Source: an optimization exercise on an open RTL-to-GDS flow (aim: small area). Production flows keep margins and buffers that such runs may drop. The RTL was checked by simulation tests, not by an equivalence proof against the original design. No activity file was given, so power comes from the tool's default toggle rates.

## run A
==> flow/design.v <==
module cpu # (
	parameter	ADDR_WIDTH = 12,
	parameter 	REG_WIDTH = 16
	)(
	input  wire	clk,
	input  wire	rst,
	input  wire	[15:0] data_mem2cpu,
	output wire	[15:0] data_cpu2mem,
	output wire	[ADDR_WIDTH-1:0] addr_cpu2mem,
	output wire	mem_en,
	output wire	mem_rd_en,
	output wire	mem_wr_en
	);
	localparam [3:0] C_NULL  = 4'b0000;
	localparam [3:0] C_MOVS  = 4'b0001;
	localparam [3:0] C_MOV   = 4'b0010;
	localparam [3:0] C_ADDS  = 4'b0100;
	localparam [3:0] C_LDR   = 4'b0101;
	localparam [3:0] C_STR   = 4'b0110;
	localparam [3:0] C_ADDSP = 4'b1000;
	localparam [3:0] C_SUBSP = 4'b1001;
	localparam [3:0] C_LDRPC = 4'b1100;
	localparam [3:0] C_BN    = 4'b1101;
	localparam [3:0] C_BLEN  = 4'b1110;
	localparam [3:0] C_CMP   = 4'b1111;
	localparam [1:0] E_NULL = 2'b00;
	localparam [1:0] E_WR   = 2'b01;
	localparam [1:0] E_LD   = 2'b11;
	localparam [1:0] E_ST   = 2'b10;
	wire [15:0] din = {data_mem2cpu[7:0], data_mem2cpu[15:8]};
	reg  [2:0]  cnt;
	reg  [15:1] pc;
	reg  [15:1] f_pcp;		 
	reg  [15:0] f_alu;
	reg         f_m2r;		 
	reg  [3:0]  f_wa;
	reg         f_we;
	reg  [3:0]  c_op;
	reg  [10:0] wq;
	reg         fv;			 
	reg         dR;			 
	reg         d_we;		 
	reg  [15:0] r_res;
	reg         r_take;
	reg  [3:0]  r_wa;
	reg  [1:0]  r_cls;
	reg  [15:0] rd2;
	reg         tb;			 
	reg  [15:0] e_wd;
	reg  [1:0]  e_cls;
	wire [15:0] sum;		 
	reg  [15:0] rf0, rf1, rf2, rf3, rf4, rf5, rf6, rf7;
	reg  [15:0] rf8, rf9, rf10, rf11, rf12, rf13, rf14;
	wire        cnt4  = (cnt == 3'd4);
	always @(posedge clk) begin
		if (rst || cnt4 || tb) cnt <= 3'd0;
		else                   cnt <= cnt + 3'd1;
		if (rst)       pc <= 15'd0;
		else if (tb)   pc <= r_res[15:1];
		else if (cnt4) pc <= sum[15:1];
		f_pcp <= sum[15:1];
		f_alu <= r_res;
		f_m2r <= (e_cls == E_LD);
		f_wa  <= r_wa;
		f_we  <= e_cls[0];
	end
	assign addr_cpu2mem = e_cls[1] ? {1'b0, r_res[11:1]} : {1'b0, pc[11:1]};
	assign data_cpu2mem = {e_wd[7:0], e_wd[15:8]};
	assign mem_en       = 1'b1;
	assign mem_wr_en    = (e_cls == E_ST);
	assign mem_rd_en    = ~mem_wr_en;
	wire        fetch = (cnt == 3'd1) && !f_m2r;
	reg  [3:0]  cls;
	always @(*) begin
		casez (din[15:10])
			6'b10101?: cls = C_ADDSP;
			6'b101100: cls = C_SUBSP;
			6'b00100?: cls = C_MOVS;
			6'b010001: cls = C_MOV;
			6'b000111: cls = C_ADDS;
			6'b01001?: cls = C_LDRPC;
			6'b01101?: cls = C_LDR;
			6'b01100?: cls = C_STR;
			6'b11100?: cls = C_BN;
			6'b00101?: cls = C_CMP;
			6'b110111: cls = C_BLEN;
			default:   cls = C_NULL;
		endcase
	end
	always @(posedge clk) begin
		c_op <= fetch ? cls : C_NULL;
		wq   <= din[10:0];
		fv   <= fetch;
		dR   <= rst;
		d_we <= rst ? 1'b0 : f_we;
	end
	wire [15:0] wd  = f_m2r ? din : f_alu;
	wire [15:0] wdz = wd & {16{~rst}};		 
	wire [15:0] wd1 = {wdz[15:1], wd[0] | rst};	 
	wire [15:0] wda = {wdz[15:8], wd[7] | rst, wdz[6], wd[5] | rst, wdz[4:0]};	 
	wire [14:0] wsel;
	genvar gi;
	generate for (gi = 0; gi < 15; gi = gi + 1) begin : g_we
		assign wsel[gi] = rst | (f_we & (f_wa == gi));
	end endgenerate
	always @(posedge clk) begin
		if (wsel[0])  rf0  <= wdz;
		if (wsel[1])  rf1  <= wdz;
		if (wsel[2])  rf2  <= wd1;
		if (wsel[3])  rf3  <= wd1;
		if (wsel[4])  rf4  <= wdz;
		if (wsel[5])  rf5  <= wdz;
		if (wsel[6])  rf6  <= wdz;
		if (wsel[7])  rf7  <= wdz;
		if (wsel[8])  rf8  <= wdz;
		if (wsel[9])  rf9  <= wdz;
		if (wsel[10]) rf10 <= wdz;
		if (wsel[11]) rf11 <= wdz;
		if (wsel[12]) rf12 <= wdz;
		if (wsel[13]) rf13 <= wda;
		if (wsel[14]) rf14 <= wdz;
	end
	wire        c_mov = (c_op == C_MOV);
	wire [10:0] d_imm = (dR || !fv) ? 11'd0 : wq;
	wire [15:1] pcp   = dR ? 15'd0 : f_pcp;
	wire        c_sp  = (c_op == C_ADDSP) || (c_op == C_SUBSP);
	wire [2:0]  a1 = (c_op == C_CMP) ? wq[10:8] : d_imm[5:3];
	wire [15:0] lo1 = (rf0 & {16{a1 == 3'd0}}) | (rf1 & {16{a1 == 3'd1}}) | (rf2 & {16{a1 == 3'd2}}) | (rf3 & {16{a1 == 3'd3}})
	                | (rf4 & {16{a1 == 3'd4}}) | (rf5 & {16{a1 == 3'd5}}) | (rf6 & {16{a1 == 3'd6}}) | (rf7 & {16{a1 == 3'd7}});
	wire        ge = (lo1[7:0] >= d_imm[7:0]);	 
	wire [3:0]  a2 = c_mov ? d_imm[6:3] : {1'b0, d_imm[2:0]};
	wire [255:0] rfa = {{pcp,1'b0}, rf14, rf13, rf12, rf11, rf10, rf9, rf8, rf7, rf6, rf5, rf4, rf3, rf2, rf1, rf0};
	reg  [15:0] v2;
	integer k;
	always @(*) begin
		v2 = 16'd0;
		for (k = 0; k < 16; k = k + 1)
			v2 = v2 | (rfa[k*16 +: 16] & {16{a2 == k}});
	end
	wire [10:0] b = d_imm;
	wire ldpc_c = b[1] | (b[3] & ~b[0]);
	reg  [15:0] opb;
	wire [15:0] opa = c_op[3] ? (c_op[2] ? {pcp, 1'b0} : rf13) : (c_op[2] ? lo1 : (c_op[1:0] == 2'b00) ? {pc, 1'b0} : 16'd0);
	reg         cin;
	always @(*) begin
		opb = 16'd0; cin = 1'b0;
		case (c_op)
			C_ADDSP: begin opb = {6'd0, b[7:0], 2'b00}; end
			C_SUBSP: begin opb = ~{9'd0, b[4:0], 2'b00}; cin = 1'b1; end
			C_MOVS:  begin opb = {8'd0, b[7:0]}; end
			C_MOV:   begin opb = v2; end
			C_ADDS:  opb = {13'd0, b[8:6]};
			C_LDRPC: begin opb = {6'd0, b[7:0], ldpc_c, 1'b0}; end
			C_LDR, C_STR: opb = {9'd0, b[10:6], 2'b00};
			C_BN:    begin opb = {4'd0, b[10:0], 1'b1}; cin = 1'b1; end
			C_BLEN:  begin opb = {7'h7f, b[7:0], 1'b1}; cin = 1'b1; end
			C_CMP:   begin opb = 16'd1; cin = 1'b1; end
			C_NULL:  opb = 16'd2;
			default: ;
		endcase
	end
	assign sum = opa + opb + {15'd0, cin};
	wire        take = (c_op == C_BN) || (c_op == C_BLEN) || ((c_op == C_CMP) && ge);
	reg [3:0] wa_n;
	always @(*) begin
		case (c_op)
			C_ADDSP, C_MOVS, C_LDRPC: wa_n = {1'b0, d_imm[10:8]};
			C_SUBSP:                  wa_n = 4'd13;
			C_MOV:                    wa_n = {wq[7], wq[2:0]};
			default:                  wa_n = {1'b0, d_imm[2:0]};
		endcase
	end
	reg [1:0] ecls_n;
	always @(*) begin
		case (c_op)
			C_ADDSP, C_SUBSP, C_MOVS, C_MOV, C_ADDS: ecls_n = E_WR;
			C_LDRPC, C_LDR: ecls_n = E_LD;
			C_STR:          ecls_n = E_ST;
			default:        ecls_n = E_NULL;
		endcase
	end
	always @(posedge clk) begin
		if (rst || !d_we) rd2 <= v2 & {16{~rst}};	 
		if (c_op != C_NULL) begin
			r_res <= sum;
			r_wa  <= wa_n;
		end
		r_take <= rst ? 1'b0 : take;
		r_cls <= rst ? E_NULL : ecls_n;
	end
	always @(posedge clk) begin
		tb    <= rst ? 1'b0 : r_take;
		e_wd  <= rst ? 16'd0 : rd2;
		e_cls <= rst ? E_NULL : r_cls;
	end
endmodule
clock: 7.0 ns
lec_check: 0
cap_margin: 0
core_margin: 2
core_utilization: 65
place_density: 0.8
slew_margin: 0
standard.sh (not shown) runs the stock make flow with config.mk's settings and CLKGATE_MAP_FILE= SYNTH_SCRIPT=/design/flow/synth_recipe.tcl, a recipe that flattens the netlist after the stock synthesis.
==> flow/flow/run.sh <==
#!/bin/bash
# Own layout flow: the standard flow (standard.sh) with
#  - port buffers: the smallest buffer cell
#  - clock tree: small sink clusters driven by clkbuf_4, no dummy loads
# Each make run's full output goes to a log file in the work folder.
set -euo pipefail
W=$(pwd)
cat > "$W/area_synth.tcl" <<EOF
proc abc {args} {
  set out {}
  set skip 0
  foreach a \$args {
    if {\$skip} {
      set skip 0
      if {[string match *retime* \$a]} { lappend out -script \$a } else { lappend out -script $W/flow/area.abc }
      continue
    }
    if {\$a eq "-script"} { set skip 1; continue }
    lappend out \$a
  }
  yosys abc {*}\$out
}
source $W/synth_recipe.tcl
EOF
sed "s#SYNTH_SCRIPT=[^ ]*#SYNTH_SCRIPT=$W/area_synth.tcl#" "$W/standard.sh" > "$W/area_standard.sh"
grep -q "SYNTH_SCRIPT=$W/area_synth.tcl" "$W/area_standard.sh"
export BUFFER_PORTS_ARGS="-buffer_cell sky130_fd_sc_hd__buf_1"
export CTS_ARGS="-sink_clustering_enable -repair_clock_nets -dont_use_dummy_load -sink_clustering_size 10 -sink_clustering_max_diameter 40 -buf_list sky130_fd_sc_hd__clkbuf_4"
bash "$W/area_standard.sh" > "$W/flow_make.log" 2>&1
==> flow/flow/area.abc <==
strash
dc2
dc2
&get -n
&deepsyn -T 60
&put
&get -n
&dch -f
&nf -R 1000
&put
Run A was carried through to the last stage, and its layout satisfied the timing, design-rule and antenna checks.
The following lists how run B was set up differently from run A:
--- a/flow/design.v
+++ b/flow/design.v
@@ -191,5 +191,5 @@
 	always @(posedge clk) begin
 		tb    <= rst ? 1'b0 : r_take;
-		e_wd  <= rst ? 16'd0 : rd2;
+		e_wd  <= rd2;	 
 		e_cls <= rst ? E_NULL : r_cls;
 	end
Results
Run B ended with more sequential share of layout area than run A. Run B vs run A: maximum number of pins on one net before global-route repair down by more than a quarter. Average footprint of a synthesized cell in run B is 0.28 sq um higher than in run A. Higher cell count after placement among run B and run A: run A. | internal power | lower: run B |. Of run B and run A, it is run B that has the lower total vias in the final route. Final standard cell area without fillers, run B and run A: lower on run B. The met3 layer wire length in the routed design in run B was lower than what run A gave. Total power of the final layout: run B and run A compared, higher one is run A.

## afterwards: timing with drivers on the ports
The results above use ideal ports. As a check the final layouts listed here were re-extracted and re-timed, cells and wires unchanged. Step 1 (the two cells are an assumption about what drives the block):
set clk [get_ports {clk}]
set_driving_cell -lib_cell sky130_fd_sc_hd__clkbuf_16 $clk
set_driving_cell -lib_cell sky130_fd_sc_hd__buf_2 [delete_from_list [all_inputs] $clk]
Step 2, shift: input delay + t, output delay - t, t = (earliest + latest rising clock arrival at the registers) / 2. This alone moves slack from input paths to output paths. Slacks: ideal / step 1 / step 2; pairs: ideal / step 1.
| run | t (ns) | setup WS [ns] | worst setup path at the end | cell pins on the clock port's net |
|---|---|---|---|---|
| run A | 0.711 | 0.674 / 0.674 / 0.674 | register to register | 1 |
| run B | 0.714 | 0.732 / 0.732 / 0.732 | register to register | 1 |
After both steps every run listed still meets setup and hold.
